Context: an optimization exercise on an open-source flow, tuned for small area and a short achievable clock period. The choices shown serve that exercise and are no tape-out recipe. No functional check of the RTL was part of any run shown here. Power and IR drop assume default switching activity.

`flow/run.sh`:
```
#!/bin/bash
# synth_recipe.tcl (not shown) runs the flow's synth.tcl, then flattens the netlist and writes it again
# the make line also repeats each setting of config.mk as NAME=value (left out here)
make -C /OpenROAD-flow-scripts/flow DESIGN_CONFIG=/design/flow/config.mk WORK_HOME=/design/flow/orfs CLKGATE_MAP_FILE= SYNTH_SCRIPT=/design/flow/synth_recipe.tcl finish
```
`flow/config.mk`:
```
export PLATFORM = sky130hd
export DESIGN_NAME = nconv_top
export DESIGN_NICKNAME = nconv_top
export VERILOG_FILES = /design/flow/design.v
export SDC_FILE = /design/flow/constraint.sdc
export NUM_CORES = 4
export LEC_CHECK = 0
export ABC_CLOCK_PERIOD_IN_PS = 4000
export CAP_MARGIN = 0
export CORE_MARGIN = 2
export CORE_UTILIZATION = 60
export PLACE_DENSITY = 0.75
export SETUP_SLACK_MARGIN = 2.5
export SLEW_MARGIN = 0
```
`flow/constraint.sdc`:
```
create_clock -name core_clock -period 6.5 [get_ports {clk}]
set_input_delay 1.3000 -clock core_clock [delete_from_list [all_inputs] [get_ports {clk}]]
set_output_delay 1.3000 -clock core_clock [all_outputs]
set_load 0.01 [all_outputs]
```
`flow/design.v`:
```
module pipe_cut
#( parameter
        W = 1,
        EN = 1
) (
    input wire clk,
    input wire [W-1:0] d,
    output wire [W-1:0] q
);
    generate
        if (EN) begin : r
            reg [W-1:0] q_r;
            always @(posedge clk) q_r <= d;
            assign q = q_r;
        end
        else begin : w
            assign q = d;
        end
    endgenerate
endmodule
module int2fp_bfloat16 (
    input wire [15:0] mag,
    output wire [3:0] lz,
    output wire [14:0] frac
);
    wire [15:0] t1, t2, t3, t4;
    assign lz[3] = ~|mag[15:8];
    assign t1 = lz[3] ? {mag[7:0], 8'd0} : mag;
    assign lz[2] = ~|t1[15:12];
    assign t2 = lz[2] ? {t1[11:0], 4'd0} : t1;
    assign lz[1] = ~|t2[15:14];
    assign t3 = lz[1] ? {t2[13:0], 2'd0} : t2;
    assign lz[0] = ~t3[15];
    assign t4 = lz[0] ? {t3[14:0], 1'b0} : t3;
    assign frac = t4[14:0];
endmodule
module fp_mult_8x8 (
    input wire [6:0] a,
    input wire [6:0] b,
    output wire [15:0] x,
    output wire [15:0] y
);
    wire qm_1 = (a[0] & b[6]) ^ (a[1] & b[5]);
    wire qm_2 = (a[0] & b[6]) & (a[1] & b[5]);
    wire qm_3 = a[0] ^ b[0] ^ (a[1] & b[6]);
    wire qm_4 = (a[0] & b[0]) | (a[0] & (a[1] & b[6])) | (b[0] & (a[1] & b[6]));
    wire qm_5 = (a[2] & b[5]) ^ (a[3] & b[4]);
    wire qm_6 = (a[2] & b[5]) & (a[3] & b[4]);
    wire qm_7 = a[1] ^ b[1] ^ (a[2] & b[6]);
    wire qm_8 = (a[1] & b[1]) | (a[1] & (a[2] & b[6])) | (b[1] & (a[2] & b[6]));
    wire qm_9 = (a[3] & b[5]) ^ (a[4] & b[4]);
    wire qm_10 = (a[3] & b[5]) & (a[4] & b[4]);
    wire qm_11 = a[2] ^ b[2] ^ (a[3] & b[6]);
    wire qm_12 = (a[2] & b[2]) | (a[2] & (a[3] & b[6])) | (b[2] & (a[3] & b[6]));
    wire qm_13 = (a[0] & b[4]) ^ (a[1] & b[3]);
    wire qm_14 = (a[0] & b[4]) & (a[1] & b[3]);
    wire qm_15 = (a[0] & b[5]) ^ (a[1] & b[4]) ^ (a[2] & b[3]);
    wire qm_16 = ((a[0] & b[5]) & (a[1] & b[4])) | ((a[0] & b[5]) & (a[2] & b[3])) | ((a[1] & b[4]) & (a[2] & b[3]));
    wire qm_17 = (a[3] & b[2]) ^ (a[4] & b[1]);
    wire qm_18 = (a[3] & b[2]) & (a[4] & b[1]);
    wire qm_19 = qm_1 ^ (a[2] & b[4]) ^ (a[3] & b[3]);
    wire qm_20 = (qm_1 & (a[2] & b[4])) | (qm_1 & (a[3] & b[3])) | ((a[2] & b[4]) & (a[3] & b[3]));
    wire qm_21 = (a[4] & b[2]) ^ (a[5] & b[1]) ^ (a[6] & b[0]);
    wire qm_22 = ((a[4] & b[2]) & (a[5] & b[1])) | ((a[4] & b[2]) & (a[6] & b[0])) | ((a[5] & b[1]) & (a[6] & b[0]));
    wire qm_23 = qm_3 ^ qm_5 ^ (a[4] & b[3]);
    wire qm_24 = (qm_3 & qm_5) | (qm_3 & (a[4] & b[3])) | (qm_5 & (a[4] & b[3]));
    wire qm_25 = (a[5] & b[2]) ^ (a[6] & b[1]) ^ qm_2;
    wire qm_26 = ((a[5] & b[2]) & (a[6] & b[1])) | ((a[5] & b[2]) & qm_2) | ((a[6] & b[1]) & qm_2);
    wire qm_27 = qm_7 ^ qm_9 ^ (a[5] & b[3]);
    wire qm_28 = (qm_7 & qm_9) | (qm_7 & (a[5] & b[3])) | (qm_9 & (a[5] & b[3]));
    wire qm_29 = (a[6] & b[2]) ^ qm_4 ^ qm_6;
    wire qm_30 = ((a[6] & b[2]) & qm_4) | ((a[6] & b[2]) & qm_6) | (qm_4 & qm_6);
    wire qm_31 = qm_11 ^ (a[4] & b[5]) ^ (a[5] & b[4]);
    wire qm_32 = (qm_11 & (a[4] & b[5])) | (qm_11 & (a[5] & b[4])) | ((a[4] & b[5]) & (a[5] & b[4]));
    wire qm_33 = (a[6] & b[3]) ^ qm_8 ^ qm_10;
    wire qm_34 = ((a[6] & b[3]) & qm_8) | ((a[6] & b[3]) & qm_10) | (qm_8 & qm_10);
    wire qm_35 = a[3] ^ b[3] ^ (a[4] & b[6]);
    wire qm_36 = (a[3] & b[3]) | (a[3] & (a[4] & b[6])) | (b[3] & (a[4] & b[6]));
    wire qm_37 = (a[5] & b[5]) ^ (a[6] & b[4]) ^ qm_12;
    wire qm_38 = ((a[5] & b[5]) & (a[6] & b[4])) | ((a[5] & b[5]) & qm_12) | ((a[6] & b[4]) & qm_12);
    wire qm_39 = a[4] ^ b[4] ^ (a[5] & b[6]);
    wire qm_40 = (a[4] & b[4]) | (a[4] & (a[5] & b[6])) | (b[4] & (a[5] & b[6]));
    wire qm_41 = (a[0] & b[3]) ^ (a[1] & b[2]);
    wire qm_42 = (a[0] & b[3]) & (a[1] & b[2]);
    wire qm_43 = qm_13 ^ (a[2] & b[2]) ^ (a[3] & b[1]);
    wire qm_44 = (qm_13 & (a[2] & b[2])) | (qm_13 & (a[3] & b[1])) | ((a[2] & b[2]) & (a[3] & b[1]));
    wire qm_45 = qm_15 ^ qm_17 ^ (a[5] & b[0]);
    wire qm_46 = (qm_15 & qm_17) | (qm_15 & (a[5] & b[0])) | (qm_17 & (a[5] & b[0]));
    wire qm_47 = qm_19 ^ qm_21 ^ qm_16;
    wire qm_48 = (qm_19 & qm_21) | (qm_19 & qm_16) | (qm_21 & qm_16);
    wire qm_49 = qm_23 ^ qm_25 ^ qm_20;
    wire qm_50 = (qm_23 & qm_25) | (qm_23 & qm_20) | (qm_25 & qm_20);
    wire qm_51 = qm_27 ^ qm_29 ^ qm_24;
    wire qm_52 = (qm_27 & qm_29) | (qm_27 & qm_24) | (qm_29 & qm_24);
    wire qm_53 = qm_31 ^ qm_33 ^ qm_28;
    wire qm_54 = (qm_31 & qm_33) | (qm_31 & qm_28) | (qm_33 & qm_28);
    wire qm_55 = qm_35 ^ qm_37 ^ qm_32;
    wire qm_56 = (qm_35 & qm_37) | (qm_35 & qm_32) | (qm_37 & qm_32);
    wire qm_57 = qm_39 ^ (a[6] & b[5]) ^ qm_36;
    wire qm_58 = (qm_39 & (a[6] & b[5])) | (qm_39 & qm_36) | ((a[6] & b[5]) & qm_36);
    wire qm_59 = a[5] ^ b[5] ^ (a[6] & b[6]);
    wire qm_60 = (a[5] & b[5]) | (a[5] & (a[6] & b[6])) | (b[5] & (a[6] & b[6]));
    wire qm_61 = (a[0] & b[2]) ^ (a[1] & b[1]);
    wire qm_62 = (a[0] & b[2]) & (a[1] & b[1]);
    wire qm_63 = qm_41 ^ (a[2] & b[1]) ^ (a[3] & b[0]);
    wire qm_64 = (qm_41 & (a[2] & b[1])) | (qm_41 & (a[3] & b[0])) | ((a[2] & b[1]) & (a[3] & b[0]));
    wire qm_65 = qm_43 ^ (a[4] & b[0]) ^ qm_42;
    wire qm_66 = (qm_43 & (a[4] & b[0])) | (qm_43 & qm_42) | ((a[4] & b[0]) & qm_42);
    wire qm_67 = qm_45 ^ qm_14 ^ qm_44;
    wire qm_68 = (qm_45 & qm_14) | (qm_45 & qm_44) | (qm_14 & qm_44);
    wire qm_69 = qm_47 ^ qm_18 ^ qm_46;
    wire qm_70 = (qm_47 & qm_18) | (qm_47 & qm_46) | (qm_18 & qm_46);
    wire qm_71 = qm_49 ^ qm_22 ^ qm_48;
    wire qm_72 = (qm_49 & qm_22) | (qm_49 & qm_48) | (qm_22 & qm_48);
    wire qm_73 = qm_51 ^ qm_26 ^ qm_50;
    wire qm_74 = (qm_51 & qm_26) | (qm_51 & qm_50) | (qm_26 & qm_50);
    wire qm_75 = qm_53 ^ qm_30 ^ qm_52;
    wire qm_76 = (qm_53 & qm_30) | (qm_53 & qm_52) | (qm_30 & qm_52);
    wire qm_77 = qm_55 ^ qm_34 ^ qm_54;
    wire qm_78 = (qm_55 & qm_34) | (qm_55 & qm_54) | (qm_34 & qm_54);
    wire qm_79 = qm_57 ^ qm_38 ^ qm_56;
    wire qm_80 = (qm_57 & qm_38) | (qm_57 & qm_56) | (qm_38 & qm_56);
    wire qm_81 = qm_59 ^ qm_40 ^ qm_58;
    wire qm_82 = (qm_59 & qm_40) | (qm_59 & qm_58) | (qm_40 & qm_58);
    wire qm_83 = a[6] ^ b[6] ^ qm_60;
    wire qm_84 = (a[6] & b[6]) | (a[6] & qm_60) | (b[6] & qm_60);
    assign x = {1'b0, 1'b1, qm_83, qm_81, qm_79, qm_77, qm_75, qm_73, qm_71, qm_69, qm_67, qm_65, qm_63, qm_61, (a[0] & b[1]), (a[0] & b[0])};
    assign y = {1'b0, qm_84, qm_82, qm_80, qm_78, qm_76, qm_74, qm_72, qm_70, qm_68, qm_66, qm_64, qm_62, (a[2] & b[0]), (a[1] & b[0]), 1'b0};
endmodule
module fp_mult_16x8 (
    input wire [14:0] a,
    input wire [6:0] b,
    output wire [8:0] xh,
    output wire [8:0] yh,
    output wire c15
);
    wire dm_1 = 1'b1 ^ (a[6] & b[0]) ^ (a[5] & b[1]);
    wire dm_2 = (1'b1 & (a[6] & b[0])) | (1'b1 & (a[5] & b[1])) | ((a[6] & b[0]) & (a[5] & b[1]));
    wire dm_3 = a[0] ^ (a[7] & b[0]) ^ (a[6] & b[1]);
    wire dm_4 = (a[0] & (a[7] & b[0])) | (a[0] & (a[6] & b[1])) | ((a[7] & b[0]) & (a[6] & b[1]));
    wire dm_5 = (a[5] & b[2]) ^ (a[4] & b[3]);
    wire dm_6 = (a[5] & b[2]) & (a[4] & b[3]);
    wire dm_7 = a[1] ^ (a[8] & b[0]) ^ (a[7] & b[1]);
    wire dm_8 = (a[1] & (a[8] & b[0])) | (a[1] & (a[7] & b[1])) | ((a[8] & b[0]) & (a[7] & b[1]));
    wire dm_9 = (a[6] & b[2]) ^ (a[5] & b[3]) ^ (a[4] & b[4]);
    wire dm_10 = ((a[6] & b[2]) & (a[5] & b[3])) | ((a[6] & b[2]) & (a[4] & b[4])) | ((a[5] & b[3]) & (a[4] & b[4]));
    wire dm_11 = a[2] ^ (a[9] & b[0]) ^ (a[8] & b[1]);
    wire dm_12 = (a[2] & (a[9] & b[0])) | (a[2] & (a[8] & b[1])) | ((a[9] & b[0]) & (a[8] & b[1]));
    wire dm_13 = (a[7] & b[2]) ^ (a[6] & b[3]) ^ (a[5] & b[4]);
    wire dm_14 = ((a[7] & b[2]) & (a[6] & b[3])) | ((a[7] & b[2]) & (a[5] & b[4])) | ((a[6] & b[3]) & (a[5] & b[4]));
    wire dm_15 = a[3] ^ (a[10] & b[0]) ^ (a[9] & b[1]);
    wire dm_16 = (a[3] & (a[10] & b[0])) | (a[3] & (a[9] & b[1])) | ((a[10] & b[0]) & (a[9] & b[1]));
    wire dm_17 = (a[8] & b[2]) ^ (a[7] & b[3]) ^ (a[6] & b[4]);
    wire dm_18 = ((a[8] & b[2]) & (a[7] & b[3])) | ((a[8] & b[2]) & (a[6] & b[4])) | ((a[7] & b[3]) & (a[6] & b[4]));
    wire dm_19 = a[4] ^ (a[11] & b[0]) ^ (a[10] & b[1]);
    wire dm_20 = (a[4] & (a[11] & b[0])) | (a[4] & (a[10] & b[1])) | ((a[11] & b[0]) & (a[10] & b[1]));
    wire dm_21 = (a[9] & b[2]) ^ (a[8] & b[3]) ^ (a[7] & b[4]);
    wire dm_22 = ((a[9] & b[2]) & (a[8] & b[3])) | ((a[9] & b[2]) & (a[7] & b[4])) | ((a[8] & b[3]) & (a[7] & b[4]));
    wire dm_23 = a[5] ^ (a[12] & b[0]) ^ (a[11] & b[1]);
    wire dm_24 = (a[5] & (a[12] & b[0])) | (a[5] & (a[11] & b[1])) | ((a[12] & b[0]) & (a[11] & b[1]));
    wire dm_25 = (a[10] & b[2]) ^ (a[9] & b[3]) ^ (a[8] & b[4]);
    wire dm_26 = ((a[10] & b[2]) & (a[9] & b[3])) | ((a[10] & b[2]) & (a[8] & b[4])) | ((a[9] & b[3]) & (a[8] & b[4]));
    wire dm_27 = a[6] ^ (a[13] & b[0]) ^ (a[12] & b[1]);
    wire dm_28 = (a[6] & (a[13] & b[0])) | (a[6] & (a[12] & b[1])) | ((a[13] & b[0]) & (a[12] & b[1]));
    wire dm_29 = (a[11] & b[2]) ^ (a[10] & b[3]) ^ (a[9] & b[4]);
    wire dm_30 = ((a[11] & b[2]) & (a[10] & b[3])) | ((a[11] & b[2]) & (a[9] & b[4])) | ((a[10] & b[3]) & (a[9] & b[4]));
    wire dm_31 = a[7] ^ (a[14] & b[0]) ^ (a[13] & b[1]);
    wire dm_32 = (a[7] & (a[14] & b[0])) | (a[7] & (a[13] & b[1])) | ((a[14] & b[0]) & (a[13] & b[1]));
    wire dm_33 = (a[12] & b[2]) ^ (a[11] & b[3]) ^ (a[10] & b[4]);
    wire dm_34 = ((a[12] & b[2]) & (a[11] & b[3])) | ((a[12] & b[2]) & (a[10] & b[4])) | ((a[11] & b[3]) & (a[10] & b[4]));
    wire dm_35 = a[8] ^ b[0] ^ (a[14] & b[1]);
    wire dm_36 = (a[8] & b[0]) | (a[8] & (a[14] & b[1])) | (b[0] & (a[14] & b[1]));
    wire dm_37 = (a[13] & b[2]) ^ (a[12] & b[3]) ^ (a[11] & b[4]);
    wire dm_38 = ((a[13] & b[2]) & (a[12] & b[3])) | ((a[13] & b[2]) & (a[11] & b[4])) | ((a[12] & b[3]) & (a[11] & b[4]));
    wire dm_39 = a[9] ^ b[1] ^ (a[14] & b[2]);
    wire dm_40 = (a[9] & b[1]) | (a[9] & (a[14] & b[2])) | (b[1] & (a[14] & b[2]));
    wire dm_41 = (a[13] & b[3]) ^ (a[12] & b[4]);
    wire dm_42 = (a[13] & b[3]) & (a[12] & b[4]);
    wire dm_43 = a[10] ^ b[2] ^ (a[14] & b[3]);
    wire dm_44 = (a[10] & b[2]) | (a[10] & (a[14] & b[3])) | (b[2] & (a[14] & b[3]));
    wire dm_45 = (a[4] & b[0]) ^ (a[3] & b[1]);
    wire dm_46 = (a[4] & b[0]) & (a[3] & b[1]);
    wire dm_47 = (a[5] & b[0]) ^ (a[4] & b[1]) ^ (a[3] & b[2]);
    wire dm_48 = ((a[5] & b[0]) & (a[4] & b[1])) | ((a[5] & b[0]) & (a[3] & b[2])) | ((a[4] & b[1]) & (a[3] & b[2]));
    wire dm_49 = (a[2] & b[3]) ^ (a[1] & b[4]);
    wire dm_50 = (a[2] & b[3]) & (a[1] & b[4]);
    wire dm_51 = dm_1 ^ (a[4] & b[2]) ^ (a[3] & b[3]);
    wire dm_52 = (dm_1 & (a[4] & b[2])) | (dm_1 & (a[3] & b[3])) | ((a[4] & b[2]) & (a[3] & b[3]));
    wire dm_53 = (a[2] & b[4]) ^ (a[1] & b[5]) ^ (a[0] & b[6]);
    wire dm_54 = ((a[2] & b[4]) & (a[1] & b[5])) | ((a[2] & b[4]) & (a[0] & b[6])) | ((a[1] & b[5]) & (a[0] & b[6]));
    wire dm_55 = dm_3 ^ dm_5 ^ (a[3] & b[4]);
    wire dm_56 = (dm_3 & dm_5) | (dm_3 & (a[3] & b[4])) | (dm_5 & (a[3] & b[4]));
    wire dm_57 = (a[2] & b[5]) ^ (a[1] & b[6]) ^ dm_2;
    wire dm_58 = ((a[2] & b[5]) & (a[1] & b[6])) | ((a[2] & b[5]) & dm_2) | ((a[1] & b[6]) & dm_2);
    wire dm_59 = dm_7 ^ dm_9 ^ (a[3] & b[5]);
    wire dm_60 = (dm_7 & dm_9) | (dm_7 & (a[3] & b[5])) | (dm_9 & (a[3] & b[5]));
    wire dm_61 = (a[2] & b[6]) ^ dm_4 ^ dm_6;
    wire dm_62 = ((a[2] & b[6]) & dm_4) | ((a[2] & b[6]) & dm_6) | (dm_4 & dm_6);
    wire dm_63 = dm_11 ^ dm_13 ^ (a[4] & b[5]);
    wire dm_64 = (dm_11 & dm_13) | (dm_11 & (a[4] & b[5])) | (dm_13 & (a[4] & b[5]));
    wire dm_65 = (a[3] & b[6]) ^ dm_8 ^ dm_10;
    wire dm_66 = ((a[3] & b[6]) & dm_8) | ((a[3] & b[6]) & dm_10) | (dm_8 & dm_10);
    wire dm_67 = dm_15 ^ dm_17 ^ (a[5] & b[5]);
    wire dm_68 = (dm_15 & dm_17) | (dm_15 & (a[5] & b[5])) | (dm_17 & (a[5] & b[5]));
    wire dm_69 = (a[4] & b[6]) ^ dm_12 ^ dm_14;
    wire dm_70 = ((a[4] & b[6]) & dm_12) | ((a[4] & b[6]) & dm_14) | (dm_12 & dm_14);
    wire dm_71 = dm_19 ^ dm_21 ^ (a[6] & b[5]);
    wire dm_72 = (dm_19 & dm_21) | (dm_19 & (a[6] & b[5])) | (dm_21 & (a[6] & b[5]));
    wire dm_73 = (a[5] & b[6]) ^ dm_16 ^ dm_18;
    wire dm_74 = ((a[5] & b[6]) & dm_16) | ((a[5] & b[6]) & dm_18) | (dm_16 & dm_18);
    wire dm_75 = dm_23 ^ dm_25 ^ (a[7] & b[5]);
    wire dm_76 = (dm_23 & dm_25) | (dm_23 & (a[7] & b[5])) | (dm_25 & (a[7] & b[5]));
    wire dm_77 = (a[6] & b[6]) ^ dm_20 ^ dm_22;
    wire dm_78 = ((a[6] & b[6]) & dm_20) | ((a[6] & b[6]) & dm_22) | (dm_20 & dm_22);
    wire dm_79 = dm_27 ^ dm_29 ^ (a[8] & b[5]);
    wire dm_80 = (dm_27 & dm_29) | (dm_27 & (a[8] & b[5])) | (dm_29 & (a[8] & b[5]));
    wire dm_81 = (a[7] & b[6]) ^ dm_24 ^ dm_26;
    wire dm_82 = ((a[7] & b[6]) & dm_24) | ((a[7] & b[6]) & dm_26) | (dm_24 & dm_26);
    wire dm_83 = dm_31 ^ dm_33 ^ (a[9] & b[5]);
    wire dm_84 = (dm_31 & dm_33) | (dm_31 & (a[9] & b[5])) | (dm_33 & (a[9] & b[5]));
    wire dm_85 = (a[8] & b[6]) ^ dm_28 ^ dm_30;
    wire dm_86 = ((a[8] & b[6]) & dm_28) | ((a[8] & b[6]) & dm_30) | (dm_28 & dm_30);
    wire dm_87 = dm_35 ^ dm_37 ^ (a[10] & b[5]);
    wire dm_88 = (dm_35 & dm_37) | (dm_35 & (a[10] & b[5])) | (dm_37 & (a[10] & b[5]));
    wire dm_89 = (a[9] & b[6]) ^ dm_32 ^ dm_34;
    wire dm_90 = ((a[9] & b[6]) & dm_32) | ((a[9] & b[6]) & dm_34) | (dm_32 & dm_34);
    wire dm_91 = dm_39 ^ dm_41 ^ (a[11] & b[5]);
    wire dm_92 = (dm_39 & dm_41) | (dm_39 & (a[11] & b[5])) | (dm_41 & (a[11] & b[5]));
    wire dm_93 = (a[10] & b[6]) ^ dm_36 ^ dm_38;
    wire dm_94 = ((a[10] & b[6]) & dm_36) | ((a[10] & b[6]) & dm_38) | (dm_36 & dm_38);
    wire dm_95 = dm_43 ^ (a[13] & b[4]) ^ (a[12] & b[5]);
    wire dm_96 = (dm_43 & (a[13] & b[4])) | (dm_43 & (a[12] & b[5])) | ((a[13] & b[4]) & (a[12] & b[5]));
    wire dm_97 = (a[11] & b[6]) ^ dm_40 ^ dm_42;
    wire dm_98 = ((a[11] & b[6]) & dm_40) | ((a[11] & b[6]) & dm_42) | (dm_40 & dm_42);
    wire dm_99 = a[11] ^ b[3] ^ (a[14] & b[4]);
    wire dm_100 = (a[11] & b[3]) | (a[11] & (a[14] & b[4])) | (b[3] & (a[14] & b[4]));
    wire dm_101 = (a[13] & b[5]) ^ (a[12] & b[6]) ^ dm_44;
    wire dm_102 = ((a[13] & b[5]) & (a[12] & b[6])) | ((a[13] & b[5]) & dm_44) | ((a[12] & b[6]) & dm_44);
    wire dm_103 = a[12] ^ b[4] ^ (a[14] & b[5]);
    wire dm_104 = (a[12] & b[4]) | (a[12] & (a[14] & b[5])) | (b[4] & (a[14] & b[5]));
    wire dm_105 = (a[3] & b[0]) ^ (a[2] & b[1]);
    wire dm_106 = (a[3] & b[0]) & (a[2] & b[1]);
    wire dm_107 = dm_45 ^ (a[2] & b[2]) ^ (a[1] & b[3]);
    wire dm_108 = (dm_45 & (a[2] & b[2])) | (dm_45 & (a[1] & b[3])) | ((a[2] & b[2]) & (a[1] & b[3]));
    wire dm_109 = dm_47 ^ dm_49 ^ (a[0] & b[5]);
    wire dm_110 = (dm_47 & dm_49) | (dm_47 & (a[0] & b[5])) | (dm_49 & (a[0] & b[5]));
    wire dm_111 = dm_51 ^ dm_53 ^ dm_48;
    wire dm_112 = (dm_51 & dm_53) | (dm_51 & dm_48) | (dm_53 & dm_48);
    wire dm_113 = dm_55 ^ dm_57 ^ dm_52;
    wire dm_114 = (dm_55 & dm_57) | (dm_55 & dm_52) | (dm_57 & dm_52);
    wire dm_115 = dm_59 ^ dm_61 ^ dm_56;
    wire dm_116 = (dm_59 & dm_61) | (dm_59 & dm_56) | (dm_61 & dm_56);
    wire dm_117 = dm_63 ^ dm_65 ^ dm_60;
    wire dm_118 = (dm_63 & dm_65) | (dm_63 & dm_60) | (dm_65 & dm_60);
    wire dm_119 = dm_67 ^ dm_69 ^ dm_64;
    wire dm_120 = (dm_67 & dm_69) | (dm_67 & dm_64) | (dm_69 & dm_64);
    wire dm_121 = dm_71 ^ dm_73 ^ dm_68;
    wire dm_122 = (dm_71 & dm_73) | (dm_71 & dm_68) | (dm_73 & dm_68);
    wire dm_123 = dm_75 ^ dm_77 ^ dm_72;
    wire dm_124 = (dm_75 & dm_77) | (dm_75 & dm_72) | (dm_77 & dm_72);
    wire dm_125 = dm_79 ^ dm_81 ^ dm_76;
    wire dm_126 = (dm_79 & dm_81) | (dm_79 & dm_76) | (dm_81 & dm_76);
    wire dm_127 = dm_83 ^ dm_85 ^ dm_80;
    wire dm_128 = (dm_83 & dm_85) | (dm_83 & dm_80) | (dm_85 & dm_80);
    wire dm_129 = dm_87 ^ dm_89 ^ dm_84;
    wire dm_130 = (dm_87 & dm_89) | (dm_87 & dm_84) | (dm_89 & dm_84);
    wire dm_131 = dm_91 ^ dm_93 ^ dm_88;
    wire dm_132 = (dm_91 & dm_93) | (dm_91 & dm_88) | (dm_93 & dm_88);
    wire dm_133 = dm_95 ^ dm_97 ^ dm_92;
    wire dm_134 = (dm_95 & dm_97) | (dm_95 & dm_92) | (dm_97 & dm_92);
    wire dm_135 = dm_99 ^ dm_101 ^ dm_96;
    wire dm_136 = (dm_99 & dm_101) | (dm_99 & dm_96) | (dm_101 & dm_96);
    wire dm_137 = dm_103 ^ (a[13] & b[6]) ^ dm_100;
    wire dm_138 = (dm_103 & (a[13] & b[6])) | (dm_103 & dm_100) | ((a[13] & b[6]) & dm_100);
    wire dm_139 = a[13] ^ b[5] ^ (a[14] & b[6]);
    wire dm_140 = (a[13] & b[5]) | (a[13] & (a[14] & b[6])) | (b[5] & (a[14] & b[6]));
    wire dm_141 = (a[2] & b[0]) ^ (a[1] & b[1]);
    wire dm_142 = (a[2] & b[0]) & (a[1] & b[1]);
    wire dm_143 = dm_105 ^ (a[1] & b[2]) ^ (a[0] & b[3]);
    wire dm_144 = (dm_105 & (a[1] & b[2])) | (dm_105 & (a[0] & b[3])) | ((a[1] & b[2]) & (a[0] & b[3]));
    wire dm_145 = dm_107 ^ (a[0] & b[4]) ^ dm_106;
    wire dm_146 = (dm_107 & (a[0] & b[4])) | (dm_107 & dm_106) | ((a[0] & b[4]) & dm_106);
    wire dm_147 = dm_109 ^ dm_46 ^ dm_108;
    wire dm_148 = (dm_109 & dm_46) | (dm_109 & dm_108) | (dm_46 & dm_108);
    wire dm_149 = dm_111 ^ dm_50 ^ dm_110;
    wire dm_150 = (dm_111 & dm_50) | (dm_111 & dm_110) | (dm_50 & dm_110);
    wire dm_151 = dm_113 ^ dm_54 ^ dm_112;
    wire dm_152 = (dm_113 & dm_54) | (dm_113 & dm_112) | (dm_54 & dm_112);
    wire dm_153 = dm_115 ^ dm_58 ^ dm_114;
    wire dm_154 = (dm_115 & dm_58) | (dm_115 & dm_114) | (dm_58 & dm_114);
    wire dm_155 = dm_117 ^ dm_62 ^ dm_116;
    wire dm_156 = (dm_117 & dm_62) | (dm_117 & dm_116) | (dm_62 & dm_116);
    wire dm_157 = dm_119 ^ dm_66 ^ dm_118;
    wire dm_158 = (dm_119 & dm_66) | (dm_119 & dm_118) | (dm_66 & dm_118);
    wire dm_159 = dm_121 ^ dm_70 ^ dm_120;
    wire dm_160 = (dm_121 & dm_70) | (dm_121 & dm_120) | (dm_70 & dm_120);
    wire dm_161 = dm_123 ^ dm_74 ^ dm_122;
    wire dm_162 = (dm_123 & dm_74) | (dm_123 & dm_122) | (dm_74 & dm_122);
    wire dm_163 = dm_125 ^ dm_78 ^ dm_124;
    wire dm_164 = (dm_125 & dm_78) | (dm_125 & dm_124) | (dm_78 & dm_124);
    wire dm_165 = dm_127 ^ dm_82 ^ dm_126;
    wire dm_166 = (dm_127 & dm_82) | (dm_127 & dm_126) | (dm_82 & dm_126);
    wire dm_167 = dm_129 ^ dm_86 ^ dm_128;
    wire dm_168 = (dm_129 & dm_86) | (dm_129 & dm_128) | (dm_86 & dm_128);
    wire dm_169 = dm_131 ^ dm_90 ^ dm_130;
    wire dm_170 = (dm_131 & dm_90) | (dm_131 & dm_130) | (dm_90 & dm_130);
    wire dm_171 = dm_133 ^ dm_94 ^ dm_132;
    wire dm_172 = (dm_133 & dm_94) | (dm_133 & dm_132) | (dm_94 & dm_132);
    wire dm_173 = dm_135 ^ dm_98 ^ dm_134;
    wire dm_174 = (dm_135 & dm_98) | (dm_135 & dm_134) | (dm_98 & dm_134);
    wire dm_175 = dm_137 ^ dm_102 ^ dm_136;
    wire dm_176 = (dm_137 & dm_102) | (dm_137 & dm_136) | (dm_102 & dm_136);
    wire dm_177 = dm_139 ^ dm_104 ^ dm_138;
    wire dm_178 = (dm_139 & dm_104) | (dm_139 & dm_138) | (dm_104 & dm_138);
    wire dm_179 = a[14] ^ b[6] ^ dm_140;
    wire dm_180 = (a[14] & b[6]) | (a[14] & dm_140) | (b[6] & dm_140);
    wire [14:0] xl = {dm_165, dm_163, dm_161, dm_159, dm_157, dm_155, dm_153, dm_151, dm_149, dm_147, dm_145, dm_143, dm_141, (a[1] & b[0]), (a[0] & b[0])};
    wire [14:0] yl = {dm_164, dm_162, dm_160, dm_158, dm_156, dm_154, dm_152, dm_150, dm_148, dm_146, dm_144, dm_142, (a[0] & b[2]), (a[0] & b[1]), 1'b0};
    wire [15:0] low = {1'b0, xl} + {1'b0, yl};
    assign c15 = low[15];
    assign xh = {1'b0, 1'b1, dm_179, dm_177, dm_175, dm_173, dm_171, dm_169, dm_167};
    assign yh = {1'b0, dm_180, dm_178, dm_176, dm_174, dm_172, dm_170, dm_168, dm_166};
endmodule
module fp_mult_sum9 (
    input wire [6:0] xh,
    input wire [7:0] yh,
    input wire c,
    output wire [8:0] s
);
    wire da_2 = xh[0] ^ yh[0];
    wire da_1 = xh[0] & yh[0];
    wire da_4 = xh[1] ^ yh[1];
    wire da_3 = xh[1] & yh[1];
    wire da_6 = xh[2] ^ yh[2];
    wire da_5 = xh[2] & yh[2];
    wire da_8 = xh[3] ^ yh[3];
    wire da_7 = xh[3] & yh[3];
    wire da_10 = xh[4] ^ yh[4];
    wire da_9 = xh[4] & yh[4];
    wire da_12 = xh[5] ^ yh[5];
    wire da_11 = xh[5] & yh[5];
    wire da_14 = xh[6] ^ yh[6];
    wire da_13 = xh[6] & yh[6];
    wire da_16 = 1'b1 ^ yh[7];
    wire da_15 = 1'b1 & yh[7];
    wire da_17 = da_1 | (da_2 & c);
    wire da_18 = da_3 | (da_4 & da_17);
    wire da_19 = da_4 & da_2;
    wire da_20 = da_7 | (da_8 & da_5);
    wire da_21 = da_8 & da_6;
    wire da_22 = da_11 | (da_12 & da_9);
    wire da_23 = da_12 & da_10;
    wire da_24 = da_15 | (da_16 & da_13);
    wire da_25 = da_16 & da_14;
    wire da_26 = da_5 | (da_6 & da_18);
    wire da_27 = da_6 & da_19;
    wire da_28 = da_20 | (da_21 & da_18);
    wire da_29 = da_21 & da_19;
    wire da_30 = da_13 | (da_14 & da_22);
    wire da_31 = da_14 & da_23;
    wire da_32 = da_24 | (da_25 & da_22);
    wire da_33 = da_25 & da_23;
    wire da_34 = da_9 | (da_10 & da_28);
    wire da_35 = da_10 & da_29;
    wire da_36 = da_22 | (da_23 & da_28);
    wire da_37 = da_23 & da_29;
    wire da_38 = da_30 | (da_31 & da_28);
    wire da_39 = da_31 & da_29;
    wire da_40 = da_32 | (da_33 & da_28);
    wire da_41 = da_33 & da_29;
    wire da_42 = 1'b0 & da_40;
    wire da_43 = 1'b0 & da_41;
    wire da_44 = da_2 ^ c;
    wire da_45 = da_4 ^ da_17;
    wire da_46 = da_6 ^ da_18;
    wire da_47 = da_8 ^ da_26;
    wire da_48 = da_10 ^ da_28;
    wire da_49 = da_12 ^ da_34;
    wire da_50 = da_14 ^ da_36;
    wire da_51 = da_16 ^ da_38;
    wire da_52 = 1'b0 ^ da_40;
    assign s = {da_52, da_51, da_50, da_49, da_48, da_47, da_46, da_45, da_44};
endmodule
module fp2int_bfloat16 (
    input wire [16:0] man,
    input wire [4:0] amt,
    output wire [15:0] r
);
    wire [16:0] s = man >> amt;
    assign r = s[15:0];
endmodule
module dequantization
#( parameter
        CUT = 6'b010110    
) (
    input wire clk,
    input wire [15:0] in_data,
    input wire [15:0] mask,         
    input wire [15:0] sel,          
    input wire [6:0] scale_man,
    input wire scale_sign,
    input wire scale_zero,          
    input wire [7:0] scale_exp15,   
    output wire [15:0] out_data
);
    wire [15:0] d;
    pipe_cut #(16, CUT[0]) c0 (clk, in_data, d);
    wire sign_a = |(d & sel);
    wire zero_a = (d == 16'd0) | scale_zero;
    wire [15:0] mag_a = sign_a ? ((~d & mask) + 16'd1) : d;
    wire [15:0] mag_b;
    wire sgn_b, zero_b;
    pipe_cut #(18, CUT[1]) c1 (clk, {mag_a, sign_a ^ scale_sign, zero_a}, {mag_b, sgn_b, zero_b});
    wire [3:0] lz_b;
    wire [14:0] frac_b;
    int2fp_bfloat16 norm (mag_b, lz_b, frac_b);
    wire [14:0] frac_c;
    wire [3:0] lz_c;
    wire sgn_c, zero_c;
    pipe_cut #(21, CUT[2]) c2 (clk, {frac_b, lz_b, sgn_b, zero_b}, {frac_c, lz_c, sgn_c, zero_c});
    wire [8:0] xh_c, yh_c;
    wire c15_c;
    fp_mult_16x8 mul (frac_c, scale_man, xh_c, yh_c, c15_c);
    wire [6:0] xh_d;
    wire [7:0] yh_d;
    wire c15_d;
    wire [3:0] lz_d;
    wire sgn_d, zero_d;
    pipe_cut #(22, CUT[3]) c3 (clk, {xh_c[6:0], yh_c[7:0], c15_c, lz_c, sgn_c, zero_c},
        {xh_d, yh_d, c15_d, lz_d, sgn_d, zero_d});
    wire [8:0] s_d;
    fp_mult_sum9 add (xh_d, yh_d, c15_d, s_d);
    wire [8:0] s_e;
    wire [3:0] lz_e;
    wire sgn_e, zero_e;
    pipe_cut #(15, CUT[4]) c4 (clk, {s_d, lz_d, sgn_d, zero_d}, {s_e, lz_e, sgn_e, zero_e});
    wire hi = s_e[8];
    wire [6:0] man_e = hi ? s_e[7:1] : s_e[6:0];
    wire [7:0] exp0_e = scale_exp15 - {4'd0, lz_e};
    wire [7:0] exp1_e = exp0_e + 8'd1;
    wire [7:0] exp_e = hi ? exp1_e : exp0_e;
    wire [15:0] res_e = zero_e ? {1'b0, sgn_e, 14'd0} : {sgn_e, exp_e, man_e};
    pipe_cut #(16, CUT[5]) c5 (clk, res_e, out_data);
endmodule
module quantization
#( parameter
        CUT = 5'b10110    
) (
    input wire clk,
    input wire [15:0] in_data,
    input wire [4:0] bw,
    input wire [4:0] bw16,          
    input wire [4:0] bw17,          
    input wire [1:0] zero_res,      
    input wire [6:0] scale_man,
    input wire scale_sign,
    input wire scale_zero,          
    input wire scale_man_zero,      
    input wire [7:0] scale_exp3,    
    input wire [4:0] scale_exp13,   
    output wire [15:0] out_data
);
    wire [15:0] v;
    pipe_cut #(16, CUT[0]) c0 (clk, in_data, v);
    wire [15:0] x_a, y_a;
    fp_mult_8x8 mul (v[6:0], scale_man, x_a, y_a);
    wire [7:0] t_a = v[14:7] + scale_exp3;
    wire [4:0] u_a = scale_exp13 - v[11:7];           
    wire lt = (t_a[7:5] == 3'd0) && (t_a[4:0] < bw);
    wire le = (t_a[7:5] == 3'd0) && (t_a[4:0] <= bw);
    wire zero_a = (v[14:7] == 8'd0) | scale_zero;
    wire sgn_a = v[15] ^ scale_sign;
    wire vz_a = (v[6:0] == 7'd0) & scale_man_zero & (t_a == 8'd130);
    wire [4:0] amt1_a = (zero_a | (t_a == 8'd255)) ? 5'd31 : (lt ? u_a : bw17);
    wire [4:0] amt0_a = (zero_a | vz_a) ? 5'd31 : (le ? u_a : bw16);
    wire [1:0] zr_a = (zero_a & sgn_a) ? zero_res : 2'd0;
    wire neg_a = sgn_a & ~zero_a;
    wire [13:0] x_b;
    wire [13:0] y_b;
    wire [4:0] amt1_b, amt0_b;
    wire [1:0] zr_b;
    wire neg_b;
    pipe_cut #(41, CUT[1]) c1 (clk, {x_a[13:0], y_a[14:1], amt1_a, amt0_a, zr_a, neg_a},
        {x_b, y_b, amt1_b, amt0_b, zr_b, neg_b});
    wire [15:0] p_b = {2'b01, x_b} + {1'b0, y_b, 1'b0};
    wire [15:0] p_c;
    wire [4:0] amt1_c, amt0_c;
    wire [1:0] zr_c;
    wire neg_c;
    pipe_cut #(29, CUT[2]) c2 (clk, {p_b, amt1_b, amt0_b, zr_b, neg_b}, {p_c, amt1_c, amt0_c, zr_c, neg_c});
    wire [4:0] amt_c = p_c[15] ? amt1_c : amt0_c;
    wire [15:0] r_c;
    fp2int_bfloat16 f2i ({p_c, 1'b0}, amt_c, r_c);
    wire [15:0] r_d;
    wire [1:0] zr_d;
    wire neg_d;
    pipe_cut #(19, CUT[3]) c3 (clk, {r_c, zr_c, neg_c}, {r_d, zr_d, neg_d});
    wire [15:0] m_d = {r_d[15:2], r_d[1:0] | zr_d};
    wire [15:0] res_d = neg_d ? (~m_d + 16'd1) : m_d;
    pipe_cut #(16, CUT[4]) c4 (clk, res_d, out_data);
endmodule
module nconv_top
#( parameter
        LANES = 4,
        DEQ_CUT = 6'b001110,
        Q_CUT = 5'b01010
) (
    input wire clk, rstn,
    input wire activate,
    input wire [4:0] bitwidth,
    input wire [15:0] scale_fp,
    input wire [15:0] inv_scale_fp,
    input wire deq_in_valid,
    input wire [(LANES*16)-1:0] deq_in_data,
    output wire deq_out_valid,
    output wire [(LANES*16)-1:0] deq_out_data,
    input wire q_in_valid,
    input wire [(LANES*16)-1:0] q_in_data,
    output wire q_out_valid,
    output wire [(LANES*16)-1:0] q_out_data
);
    localparam integer ND = 0 + DEQ_CUT[0] + DEQ_CUT[1] + DEQ_CUT[2] + DEQ_CUT[3] + DEQ_CUT[4] + DEQ_CUT[5];
    localparam integer NQ = 0 + Q_CUT[0] + Q_CUT[1] + Q_CUT[2] + Q_CUT[3] + Q_CUT[4];
    reg rstn_intern;
    wire start = rstn & activate & ~rstn_intern;
    always @(posedge clk) rstn_intern <= rstn & activate;
    reg [4:0] bw;
    reg deq_sign, deq_zero;
    reg [6:0] deq_man;
    reg [7:0] deq_exp15;
    reg q_sign, q_zero, q_man_zero;
    reg [6:0] q_man;
    reg [7:0] q_exp3;
    always @(posedge clk) begin
        if (start) begin
            bw <= bitwidth;
            deq_sign <= scale_fp[15];
            deq_zero <= scale_fp[14:7] == 8'd0;
            deq_man <= scale_fp[6:0];
            deq_exp15 <= scale_fp[14:7] + 8'd15;
            q_sign <= inv_scale_fp[15];
            q_zero <= inv_scale_fp[14:7] == 8'd0;
            q_man_zero <= inv_scale_fp[6:0] == 7'd0;
            q_man <= inv_scale_fp[6:0];
            q_exp3 <= inv_scale_fp[14:7] + 8'd3;
        end
    end
    wire [15:0] mask, sel;
    genvar i;
    generate
        for (i = 0; i < 16; i = i + 1) begin : dec
            assign mask[i] = bw > i;
            assign sel[i] = bw == i + 1;
        end
    endgenerate
    wire [4:0] bw16 = 5'd16 - bw;
    wire [4:0] bw17 = 5'd17 - bw;
    wire [1:0] zero_res = (bw[4:1] != 4'd0) ? 2'd2 : {1'b0, bw[0]};
    wire [4:0] q_exp13 = 5'd16 - q_exp3[4:0];
    reg [ND-1:0] deq_v;
    reg [NQ-1:0] q_v;
    always @(posedge clk) begin
        deq_v <= {ND{rstn_intern}} & {deq_v, deq_in_valid};
        q_v <= {NQ{rstn_intern}} & {q_v, q_in_valid};
    end
    assign deq_out_valid = deq_v[ND-1];
    assign q_out_valid = q_v[NQ-1];
    genvar l;
    generate
        for (l = 0; l < LANES; l = l + 1) begin : lane
            dequantization #(.CUT(DEQ_CUT)) dequants (
                clk, deq_in_data[l*16 +: 16],
                mask, sel, deq_man, deq_sign, deq_zero, deq_exp15,
                deq_out_data[l*16 +: 16]);
            quantization #(.CUT(Q_CUT)) quants (
                clk, q_in_data[l*16 +: 16],
                bw, bw16, bw17, zero_res, q_man, q_sign, q_zero, q_man_zero, q_exp3, q_exp13,
                q_out_data[l*16 +: 16]);
        end
    endgenerate
endmodule
```
==> results of run 1 <==
==> stage by stage <==
step / util, % / instance area (um^2) / instances / power, W / hold WS [ps]
CTS: 71.2 / 55300 / 6696 / 0.0229 / 290
finish: 73.0 / 56700 / 6779 / 0.0244 / 294
global route: 73.0 / 56700 / 6774 / 0.0264 / 302
detailed placement: 66.0 / 51300 / 6460 / 0.0186 / 312
global placement: 66.0 / 51300 / 6460 / 0.0181 / 311
floorplan: - / 47400 / 5247 / 0.0143 / 310
==> cell type report <==
type	instances	area, um^2	area share (%)
Multi-Input combinational cell	3881	34900	61.4
Sequential cell	530	11000	19.4
Timing Repair Buffer	539	4990	8.79
Inverter	675	2540	4.48
Clock buffer	82	1710	3.01
Tap cell	1040	1300	2.29
Clock inverter	26	300	0.529
Antenna cell	6	15.0	0.0265
==> registers in the layout (all words and copies together) (netlist names), 3 cells and up <==
signal,cells
bw,5
deq_exp15,8
deq_man,7
deq_v,3
lane.dequants.c1.r.q_r,72
lane.dequants.c2.r.q_r,84
lane.dequants.c3.r.q_r,88
lane.quants.c1.r.q_r,164
lane.quants.c3.r.q_r,76
q_exp3,8
q_man,7
==> power groups by stage <==
stage	Clock, W	Combinational (W)	Sequential (W)
after floorplan	0	0.00974	0.00453
after global placement	0	0.0133	0.00482
after detailed placement	0	0.0137	0.00484
after CTS	0.00349	0.0146	0.00483
after global routing	0.00362	0.0178	0.00497
final	0.00346	0.0160	0.00490
==> metal layers <==
layer / share of wire [%] / vias to the layer above / track usage [%]
li1: - / 18332 / -
met1: 38 / 19616 / 43.1
met2: 48 / 1997 / 58.7
met3: 8.3 / 554 / 6.32
met4: 5.4 / 24 / 15.5
met5: 0.10 / - / 0
==> kinds of logic after synthesis <==
family / after synthesis
flops: 530
simple gates: 1681
buf+inv: 836
xor+xnor: 235
compound gates: 867
mux: 253
fa+ha+maj: 845
==> cells in the final DEF, fill, tap and decap left out, types with 30 or more instances in the layout <==
cell             instances
inv_1                  655
dfxtp_1                477
fa_1                   472
nand2_1                453
and2_1                 354
nor2_1                 341
ha_1                   322
a21oi_1                217
mux2i_1                196
clkdlybuf4s50_1        189
buf_4                  177
o21ai_0                147
xnor2_1                141
nor3_1                  76
nand3_1                 72
xor2_1                  67
clkbuf_16               64
buf_2                   62
o21ai_1                 53
a21o_1                  50
buf_6                   50
nand2b_1                48
nor4_1                  47
mux2_2                  44
edfxtp_1                40
a31oi_1                 34
a211oi_1                33
nor2b_1                 30
==> repair_timing <==
action,4_1_cts,5_1_grt
endpoints found under the setup margin,141,203
buffers inserted,118,76
resized for setup,620,216
cloned,10,1
pin swaps,139,133
==> worst max path at each step <==
stage | end | from | cells past startpoint | slack [ps]
CTS | deq_out_data[46] | lane[2].dequants.c3.r.q_r[6] | 14 | 1770
floorplan | lane[0].dequants.c3.r.q_r[6] | deq_man[2] | 19 | 2210
global placement | deq_out_data[46] | lane[2].dequants.c3.r.q_r[15] | 13 | 1320
finish | deq_out_data[14] | deq_exp15[0] | 15 | 1580
detailed placement | deq_out_data[46] | lane[2].dequants.c3.r.q_r[15] | 13 | 1280
global route | deq_out_data[62] | deq_exp15[0] | 16 | 1580
==> results.py, run 1 <==
metrics = {
    "outcome": {
        "outcome": "complete, no violations",
    },
    "pwr": {
        "p_comb_share_pct": 65.7,
        "cellInternalPower_w": 0.0134,
        "ir_worst_vdd_mv": 0.306,
        "power.share.sequential_pct": 20.1,
        "net-switching-power_w": 0.0110,
        "pwr-share-clk_pct": 14.2,
        "power_leakage_nw": 25.9,
        "power.density_mw_per_mm2": 430,
        "swShare_pct": 45.0,
    },
    "layout": {
        "area_delta_synth_final_pct": 20.2,
        "nNetsFinal": 6701,
        "fillerInstances": 5622,
        "proportion_of_layout_cells_with_a_drive_suffix_above_1_pct": 14.5,
    },
    "global_routing": {
        "grt_first_pass_wirelength_mm": 222,
        "largest_net_degree_at_the_start_of_global_routing": 46,
        "via_count_of_the_first_global_routing_pass": 40530,
        "antenna_found_initial": 18,
        "track_usage_pct": 34.6,
        "grt_remaining_overflow": 0,
    },
    "routing": {
        "antenna_violating_nets_post_route": 0,
        "via_per_inst": 5.98,
        "drt_pass1_iterations": 6,
        "wire_length_per_cell_um": 21.8,
        "dr_total_vias": 40523,
        "detail_route.iter0.violations": 3307,
        "drc_errors": 0,
        "drt-total-wl_mm": 147,
    },
    "synthesis": {
        "most_common_library_cells_after_synthesis": "670 x inv_1, 500 x fa_1, 490 x dfxtp_1, 476 x nand2_1, 363 x and2_1",
        "syn-cell-area_mm2": 0.0472,
        "synth_seq_area_share_pct": 23.3,
        "ys_top_cells_by_area": "fa_1 21%, dfxtp_1 21%, ha_1 9.1%",
        "syn-mean-instance-area_um2": 8.99,
        "mappedNetlistNets": 6262,
        "ys_seq_elements": 530,
        "synth_edf_count": 40,
        "synth_top_family_by_area": "adder cells",
        "synthXorXnorAreaFrac_pct": 4.36,
        "yosys-mux-area-fraction_pct": 5.61,
        "synth_most_common_cell": "inv_1",
        "postSynth.asyncResetShare_pct": 0,
        "yosys.area_share.simple_pct": 17.9,
        "synth-adder-area-share_pct": 30.4,
        "synthFlopType": "dfxtp_1",
        "synth.largest_area_cell": "fa_1",
        "yosysWarningCount": 6,
        "yosys_top_cell_area_share_pct": 21.2,
        "synth_compound_gate_area_share_pct": 11.7,
        "syn_inst": 5247,
        "synth_cell_types": 95,
    },
    "sta": {
        "maxSlewViolCount": 0,
        "postLayoutSetupSlackWorst_ps": 1580,
        "worstMarginPinSlew_ps": 1160,
        "final_hold_viol_count": 0,
        "rsz0062_at_grt": "yes",
        "fmax_mhz": 203,
        "finalSetupViolCount": 0,
        "worst_slew_margin_rel_pct": 20.2,
        "final_min_period_over_clock_period_pct": 75.7,
        "final_period_minus_worst_setup_slack_ps": 4920,
        "finClkSkew_ps": 41.6,
        "fin_tns_setup_ps": 0,
    },
    "place": {
        "place.detailed.hpwl_mm": 104,
        "numPortBuffers": 299,
        "post_place_worst_slack_ps": 1280,
        "globalplace.congestion": 1.03,
    },
    "worst_setup_path": {
        "crit-reg2reg-launch": "deq_man[4]",
        "reg2regPathDepth": 20,
        "r2r_end": "lane[3].dequants.c3.r.q_r[6]",
        "crit_buf_inv": 7,
        "critPathKind": "flip-flop to output port",
        "critical_path_required_ps": 5200,
        "critPathSlowestCell": "edfxtp_1",
        "worst_setup_path_end_kind": "output port",
        "start_kind": "flip-flop",
        "timing.critical_path.mode_cell": "buf_4",
        "reg2reg_slack_ps": 2150,
        "cp_cell_sequence": "inv_2 > buf_4 > buf_4 > ha_4 > inv_2 > fa_2 > buf_6 > xor2_4 > and3_4 > o31ai_4 > buf_4 > nor4_4 > xnor2_2 > o21ai_1 > buf_2",
        "cp_data_arrival_time_ps": 3620,
        "cp_slowest_stage_delay_ps": 390,
        "crit_family": "buffers and inverters",
        "timing.critical_path.fanout_max": 3,
    },
    "floorplanning": {
        "design.core.area_mm2": 0.0777,
        "io_pins": 300,
        "floorplan.initialDensity_pct": 60.7,
        "fp.dieArea_mm2": 0.0809,
        "floorplan.die.height_um": 284,
        "core.rowCount": 102,
        "dieWidth_um": 284,
    },
    "min_path": {
        "holdPathEnd": "lane[3].dequants.c2.r.q_r[1]",
        "hold_path_class": "flip-flop to flip-flop",
        "hold_path.startpoint": "lane[3].dequants.c1.r.q_r[1]",
        "holdPathStages": 0,
    },
    "clocking": {
        "cts.reportedPaths.clkPinSlew_ps": 60,
        "htree_num_levels": 2,
        "clock_tree_from_tritoncts": "yes",
        "cts_made_buffers": 59,
        "root_buffer": "clkbuf_16",
        "clock_latency_ps": 650,
        "clockBufferDepth": 3,
        "ctsHoldBuffers": 0,
        "clock_sinks": 530,
    },
    "job": {
        "max-cap-violations": 0,
    },
}
==> run 2, diff against run 1 <==
--- a/flow/design.v
+++ b/flow/design.v
@@ -415,12 +415,14 @@
     wire [14:0] frac_b;
     int2fp_bfloat16 norm (mag_b, lz_b, frac_b);
     wire [14:0] frac_c;
+    wire [6:0] man_c;
     wire [3:0] lz_c;
     wire sgn_c, zero_c;
-    pipe_cut #(21, CUT[2]) c2 (clk, {frac_b, lz_b, sgn_b, zero_b}, {frac_c, lz_c, sgn_c, zero_c});
+    pipe_cut #(28, CUT[2]) c2 (clk, {frac_b, zero_b ? 7'd0 : scale_man, lz_b, sgn_b, zero_b},
+        {frac_c, man_c, lz_c, sgn_c, zero_c});
     wire [8:0] xh_c, yh_c;
     wire c15_c;
-    fp_mult_16x8 mul (frac_c, scale_man, xh_c, yh_c, c15_c);
+    fp_mult_16x8 mul (frac_c, man_c, xh_c, yh_c, c15_c);
     wire [6:0] xh_d;
     wire [7:0] yh_d;
     wire c15_d;
@@ -502,7 +504,7 @@
 module nconv_top
 #( parameter
         LANES = 4,
-        DEQ_CUT = 6'b001110,
+        DEQ_CUT = 6'b011110,
         Q_CUT = 5'b01010
 ) (
     input wire clk, rstn,
==> run 2 against run 1 <==
Against the previous run:
- still clean on timing, DRC and antenna
- maximum frequency increased by 9.9%
- sequential power increased by 14%
- non-clock buffer count shrank 79
- worst setup slack improved by 440 ps
- clock power grew 19%
- highest routed layer unchanged
==> results.py, run 2 <==
metrics = {
    "outcome": {
        "outcome": "complete, no violations",
    },
    "synthesis": {
        "synthFlopType": "dfxtp_1",
        "ys_seq_elements": 619,
        "most_common_library_cells_after_synthesis": "665 x inv_1, 579 x dfxtp_1, 500 x fa_1, 454 x nand2_1, 377 x and2_1",
        "syn-mean-instance-area_um2": 9.25,
        "syn-cell-area_mm2": 0.0495,
        "synth_seq_area_share_pct": 25.9,
        "synth_cell_types": 107,
        "yosysWarningCount": 7,
        "ys_top_cells_by_area": "dfxtp_1 23%, fa_1 20%, ha_1 8.7%",
        "postSynth.asyncResetShare_pct": 0,
        "synth.largest_area_cell": "dfxtp_1",
        "syn_inst": 5347,
        "synth_edf_count": 40,
        "yosys_top_cell_area_share_pct": 23.4,
        "synth_most_common_cell": "inv_1",
        "mappedNetlistNets": 6362,
    },
    "sta": {
        "finalSetupViolCount": 0,
        "final_period_minus_worst_setup_slack_ps": 4480,
        "finClkSkew_ps": 35.3,
        "rsz0062_at_grt": "yes",
        "fin_tns_setup_ps": 0,
        "final_hold_viol_count": 0,
        "worst_slew_margin_rel_pct": 28.8,
        "worstMarginPinSlew_ps": 1060,
        "final_min_period_over_clock_period_pct": 68.9,
        "final.hold.worst_slack_ps": 322,
        "fmax_mhz": 223,
        "maxSlewViolCount": 0,
    },
    "worst_setup_path": {
        "cp_data_arrival_time_ps": 3180,
        "crit-reg2reg-launch": "bw[1]",
        "worst_setup_path_startpoint": "deq_exp15[1]",
        "worst-path-stages": 12,
        "timing.critical_path.fanout_max": 8,
        "worst_setup_path_end_kind": "output port",
        "crit_family": "simple AND/OR/NAND/NOR gates",
        "reg2regPathDepth": 14,
        "critPathKind": "flip-flop to output port",
        "crit_buf_inv": 2,
        "start_kind": "flip-flop",
        "timing.critical_path.mode_cell": "nor2_1",
        "cp_slowest_stage_delay_ps": 380,
        "critPathSlowestCell": "edfxtp_1",
        "critical_path_required_ps": 5200,
        "cp_cell_sequence": "buf_6 > ha_1 > nor2b_1 > o21a_1 > o21ai_0 > nand2b_1 > nor2_1 > xnor2_2 > nor3_2 > xor2_1 > nor2_1 > buf_2",
    },
    "clocking": {
        "root_buffer": "clkbuf_16",
        "cts.reportedPaths.clkPinSlew_ps": 60,
        "clock_latency_ps": 630,
        "clockBufferDepth": 3,
        "clock_sinks": 619,
        "cts_made_buffers": 71,
        "htree_num_levels": 3,
        "clock_tree_from_tritoncts": "yes",
    },
    "layout": {
        "largestRegisters": "lane.quants.c1.r.q_r: 164 flops, lane.dequants.c2.r.q_r: 112 flops, lane.dequants.c3.r.q_r: 88 flops",
        "most_frequent_cells_in_the_layout": "654 x inv_1, 529 x dfxtp_1, 491 x fa_1",
        "proportion_of_layout_cells_with_a_drive_suffix_above_1_pct": 11.8,
        "area_delta_synth_final_pct": 17.5,
        "largest_register_ff_count": 164,
        "final_util_pct": 71.0,
        "nNetsFinal": 6743,
        "final_common_cell": "inv_1",
        "finalInstanceArea_mm2": 0.0581,
        "registers.top_by_ff_count": "lane.quants.c1.r.q_r",
    },
    "global_routing": {
        "largest_net_degree_at_the_start_of_global_routing": 41,
        "antenna_found_initial": 26,
        "track_usage_pct": 31.5,
        "grt_first_pass_wirelength_mm": 213,
        "grt_remaining_overflow": 0,
        "via_count_of_the_first_global_routing_pass": 39529,
    },
    "floorplanning": {
        "design.core.area_mm2": 0.0818,
        "core.rowCount": 105,
        "fp.dieArea_mm2": 0.0848,
        "dieWidth_um": 291,
        "io_pins": 300,
        "floorplan.die.height_um": 291,
        "floorplan.initialDensity_pct": 60.4,
    },
    "routing": {
        "drt-total-wl_mm": 137,
        "antenna_violating_nets_post_route": 0,
        "via_per_inst": 5.80,
        "drc_errors": 0,
        "drt_pass1_iterations": 6,
        "dr_total_vias": 39877,
        "wire_length_per_cell_um": 19.9,
        "detail_route.iter0.violations": 2943,
    },
    "job": {
        "max-cap-violations": 0,
    },
    "place": {
        "globalplace.congestion": 0.970,
        "numPortBuffers": 299,
        "placed_cell_area_mm2": 0.0534,
        "place.detailed.hpwl_mm": 102,
    },
    "min_path": {
        "holdPathStages": 0,
        "hold_path_class": "flip-flop to flip-flop",
        "hold_path.startpoint": "lane[3].dequants.c2.r.q_r[0]",
    },
    "pwr": {
        "power_leakage_nw": 26.7,
        "power.density_mw_per_mm2": 380,
        "totalPowerFinal_w": 0.0221,
        "ir_worst_vdd_mv": 0.241,
    },
}
[run 2: changes by cell type after synthesis, sizes merged, moves of 22 or more]
cell and change:
dfxtp +89, nor3 +36, o21ai -36, nor2b +28
a21o +25, nand2 -22
[run 2: cell type report]
cell class / count / area [um^2]
antenna: 24 / 60.1
clock buffer: 97 / 2090
clock inverter: 31 / 328
fill: 6209 / 23700
inverter: 674 / 2550
multi-input combinational: 3902 / 34700
sequential: 619 / 12900
tap: 1070 / 1340
timing repair buffer: 460 / 4110
[run 2: cells by family (layout without fill, tap and decap cells)]
kind of cell | Yosys count | in the layout | share of synthesized area (%)
muxes | 266 | 266 | 5.68
AOI/OAI and AO/OA | 855 | 856 | 11.5
other | 0 | 24 | 0
adders and majority gates | 845 | 845 | 29.0
buffers and inverters | 827 | 1262 | 6.48
xor gates and xnor gates | 226 | 226 | 4.00
and+or+nand+nor | 1709 | 1709 | 17.5
DFF | 619 | 619 | 25.9
[run 2: per-layer routing]
metal	track usage [%]	share of wire, %	vias up	routed length, um
li1	-	-	18639	-
met1	41.8	41	19383	56500
met2	51.8	47	1559	64500
met3	5.79	7.8	284	10600
met4	10.9	3.5	12	4790
met5	0	0.059	-	80
[run 2: power breakdown]
group / internal (W) / switching, W / total [W]
logic: 0.00567 / 0.00670 / 0.0124
clock network: 0.00244 / 0.00168 / 0.00412
registers: 0.00473 / 0.000862 / 0.00559
total: 0.0128 / 0.00923 / 0.0221
[run 2: per-stage QoR]
stage,cells,setup slack (ps)
2_1_floorplan,5347,2380
3_3_place_gp,6589,1770
3_5_place_dp,6589,1690
4_1_cts,6797,2120
5_1_grt,6868,1920
6_report,6877,2020
[run 2: repair_timing]
item                                    CTS  global route
gates cloned                              1             0
endpoints found under the setup margin  100           125
hold buffers                              0             0
buffers inserted                         79            56
pin swaps                                65            81
gates resized for setup                 341           193
[run 2: final timing paths]
check	end	slack, ps
min reg2reg	lane[3].dequants.c3.r.q_r[0]	320
max	deq_out_data[13]	2020
max reg2reg	lane[0].dequants.c1.r.q_r[16]	2600
min	lane[3].dequants.c3.r.q_r[0]	320
==> run 3, diff against run 2 <==
==> flow/config.mk (replaced) <==
export PLATFORM = sky130hd
export DESIGN_NAME = nconv_top
export DESIGN_NICKNAME = nconv_top
export VERILOG_FILES = /design/flow/design.v
export SDC_FILE = /design/flow/constraint.sdc
export NUM_CORES = 4
export LEC_CHECK = 0
export ABC_CLOCK_PERIOD_IN_PS = 4500
export CAP_MARGIN = 0
export CORE_MARGIN = 2
export CORE_UTILIZATION = 60
export PLACE_DENSITY = 0.75
export SETUP_SLACK_MARGIN = 2.0
export SLEW_MARGIN = 0
==> run 3 against run 2 <==
Against the previous run:
- wire length decreased by 5.0%
- critical path depth increased by 3
- sequential share of layout area increased by 0.54 points
- first-iteration DRC count decreased by 1.1%
- critical path type unchanged
- highest routed layer unchanged
- largest power group unchanged
- hold slack got worse by 8.5 ps
- die area unchanged
- largest cell class unchanged
- still clean
- clock power decreased by 4%
- via count decreased by 2.4%
- design area decreased by 3.2%
- non-clock buffer count decreased by 107
- global-route usage decreased by 0.97 points
- clock-buffer cell count decreased by 4
==> results.py, run 3 <==
metrics = {
    "outcome": {
        "outcome": "complete, no violations",
    },
    "synthesis": {
        "synth_edf_count": 40,
        "synth_seq_area_share_pct": 25.9,
        "mappedNetlistNets": 6362,
        "syn-mean-instance-area_um2": 9.25,
        "synth_most_common_cell": "inv_1",
        "yosysWarningCount": 7,
        "syn-cell-area_mm2": 0.0495,
        "synth_cell_types": 107,
        "synthFlopType": "dfxtp_1",
        "postSynth.asyncResetShare_pct": 0,
        "synth.largest_area_cell": "dfxtp_1",
        "ys_top_cells_by_area": "dfxtp_1 23%, fa_1 20%, ha_1 8.7%",
        "ys_seq_elements": 619,
        "syn_inst": 5347,
        "most_common_library_cells_after_synthesis": "665 x inv_1, 579 x dfxtp_1, 500 x fa_1, 454 x nand2_1, 377 x and2_1",
        "yosys_top_cell_area_share_pct": 23.4,
    },
    "clocking": {
        "cts_made_buffers": 69,
        "root_buffer": "clkbuf_16",
        "htree_num_levels": 3,
        "ctsHoldBuffers": 0,
        "clock_latency_ps": 620,
        "clock_sinks": 619,
        "cts.reportedPaths.clkPinSlew_ps": 70,
        "clock_tree_from_tritoncts": "yes",
        "clockBufferDepth": 3,
    },
    "layout": {
        "area_delta_synth_final_pct": 13.7,
        "final_common_cell": "inv_1",
        "fillerInstances": 6539,
        "final_util_pct": 68.7,
        "proportion_of_layout_cells_with_a_drive_suffix_above_1_pct": 6.72,
        "most_frequent_cells_in_the_layout": "663 x inv_1, 559 x dfxtp_1, 497 x fa_1",
        "registers.top_by_ff_count": "lane.quants.c1.r.q_r",
        "finalInstanceArea_mm2": 0.0562,
        "nNetsFinal": 6633,
        "largest_register_ff_count": 164,
        "largestRegisters": "lane.quants.c1.r.q_r: 164 flops, lane.dequants.c2.r.q_r: 112 flops, lane.dequants.c3.r.q_r: 88 flops",
    },
    "routing": {
        "wire_length_per_cell_um": 19.2,
        "antenna_violating_nets_post_route": 0,
        "drc_errors": 0,
        "dr_total_vias": 38915,
        "drt-total-wl_mm": 130,
        "drt_pass1_iterations": 8,
        "detail_route.iter0.violations": 2910,
        "via_per_inst": 5.76,
    },
    "sta": {
        "finalSetupViolCount": 0,
        "worst_slew_margin_rel_pct": 20.0,
        "fin_tns_setup_ps": 0,
        "final_hold_viol_count": 0,
        "worstMarginPinSlew_ps": 1170,
        "maxSlewViolCount": 0,
        "postLayoutSetupSlackWorst_ps": 1970,
        "finClkSkew_ps": 21.0,
        "rsz0062_at_grt": "yes",
        "final_period_minus_worst_setup_slack_ps": 4540,
        "fmax_mhz": 221,
        "final_min_period_over_clock_period_pct": 69.8,
    },
    "worst_setup_path": {
        "timing.critical_path.fanout_max": 4,
        "timing.critical_path.mode_cell": "buf_4",
        "reg2reg_slack_ps": 2180,
        "cp_cell_sequence": "inv_2 > buf_4 > ha_4 > inv_1 > fa_2 > a21o_1 > a21oi_2 > buf_4 > xnor2_2 > nand3b_1 > buf_4 > nor3_4 > xnor2_1 > o21ai_1 > buf_2",
        "critPathSlowestCell": "edfxtp_1",
        "start_kind": "flip-flop",
        "worst_setup_path_end_kind": "output port",
        "critical_path_required_ps": 5200,
        "critPathKind": "flip-flop to output port",
        "cp_data_arrival_time_ps": 3230,
        "cp_slowest_stage_delay_ps": 380,
    },
    "floorplanning": {
        "floorplan.die.height_um": 291,
        "dieWidth_um": 291,
        "fp.dieArea_mm2": 0.0848,
        "floorplan.initialDensity_pct": 60.4,
        "core.rowCount": 105,
        "design.core.area_mm2": 0.0818,
        "io_pins": 300,
    },
    "global_routing": {
        "via_count_of_the_first_global_routing_pass": 38745,
        "grt_remaining_overflow": 0,
        "antenna_found_initial": 28,
        "largest_net_degree_at_the_start_of_global_routing": 41,
        "grt_first_pass_wirelength_mm": 208,
        "track_usage_pct": 30.5,
    },
    "place": {
        "globalplace.congestion": 0.976,
        "placed_cell_area_mm2": 0.0534,
        "numPortBuffers": 299,
        "post_place_worst_slack_ps": 1450,
        "place.detailed.hpwl_mm": 101,
    },
    "pwr": {
        "power_leakage_nw": 25.8,
        "power.density_mw_per_mm2": 377,
        "ir_worst_vdd_mv": 0.240,
    },
    "job": {
        "max-cap-violations": 0,
    },
    "min_path": {
        "hold_path_class": "flip-flop to flip-flop",
    },
}
==> run 3: what timing repair did <==
action,CTS,global route
resized for setup,63,72
setup buffers,10,18
setup endpoints to repair,30,57
pin swaps,8,19
hold endpoints to repair,0,0
==> run 3: power breakdown <==
part | switching [W] | total [W] | leakage (nW) | internal (W)
clock | 0.00159 | 0.00396 | 1.13 | 0.00236
combinational | 0.00634 | 0.0117 | 19.4 | 0.00536
sequential | 0.000826 | 0.00554 | 5.21 | 0.00472
total | 0.00876 | 0.0212 | 25.8 | 0.0124
==> run 3: layer usage <==
layer	wire length [um]	track usage, %
met1	55200	40.9
met5	139	0
met2	61000	50.3
met3	9410	5.25
met4	4000	10.1
==> run 3: cell families (layout without fill, tap and decap cells) <==
family	count (synthesis)	after routing	synth area share, %
and+or+nand+nor	1709	1709	17.5
xor gates and xnor gates	226	226	4.00
DFF	619	619	25.9
adders and majority gates	845	845	29.0
buffers and inverters	827	1150	6.48
muxes	266	266	5.68
other	0	19	0
AOI/OAI and AO/OA	855	855	11.5
==> run 3: stage by stage <==
stage,hold slack (ps),cells,total power [W]
5_1_grt,323,6754,0.0232
4_1_cts,315,6722,0.0213
3_5_place_dp,312,6589,0.0172
2_1_floorplan,310,5347,0.0137
6_report,314,6759,0.0212
3_3_place_gp,311,6589,0.0168
==> run 3: cell type report <==
| class | count | area (um^2) | share of cell area (%) |
|---|---|---|---|
| tap | 1070 | 1340 | 2.38 |
| sequential | 619 | 12800 | 22.8 |
| clock inverter | 30 | 305 | 0.543 |
| timing repair buffer | 353 | 3360 | 5.98 |
| clock buffer | 93 | 2000 | 3.55 |
| inverter | 674 | 2540 | 4.52 |
| antenna | 19 | 47.5 | 0.0845 |
| multi-input combinational | 3901 | 33800 | 60.1 |
==> run 3: path summary, 6_finish.rpt <==
path	endpoint	cells past startpoint	startpoint
worst max register to register	lane[3].dequants.c3.r.q_r[6]	13	lane[3].dequants.c2.r.q_r[9]
worst min register to register	lane[3].quants.c3.r.q_r[0]	0	lane[3].quants.c1.r.q_r[0]
worst max-delay path	deq_out_data[14]	15	deq_exp15[0]
worst min-delay path	lane[3].quants.c3.r.q_r[0]	0	lane[3].quants.c1.r.q_r[0]
==> run 3: critical path, delay by kind of cell, from the launching register on <==
kind                       cells  cell delay (ps)
and+or+nand+nor                2              320
xor gates and xnor gates       2              220
adders and majority gates      2              490
DFF                            1              380
AOI/OAI and AO/OA              3              420
buffers and inverters          6              780

==> afterwards: timing with drivers on the ports <==
No port has a modelled driver above. Below, the same layouts with a new extraction and two added sets of constraints. Step 1 assumes that a clkbuf_16 drives the clock port and a buf_2 every other input. Step 2 also shifts input and output timing later by t, the mid clock arrival at the registers, as if the neighbouring blocks saw the same clock. Three values: no drivers, after step 1, after step 2; two values: the first two.
run | shift t [ns] | setup slack, ns | slew at the worst register clock pin (ns) | worst data-port slew with drivers (ns)
run 1 | 0.695 | 1.578 / 1.506 / 1.976 | 0.07 / 0.07 | 0.12
run 2 | 0.688 | 2.022 / 1.951 / 1.926 | 0.07 / 0.07 | 0.15
run 3 | 0.679 | 1.965 / 1.892 / 1.606 | 0.07 / 0.07 | 0.14
After both steps every run listed still meets setup and hold. The setup slack of run 3, which loses most, moves by -0.073 ns with the drivers and by -0.359 ns with both steps.
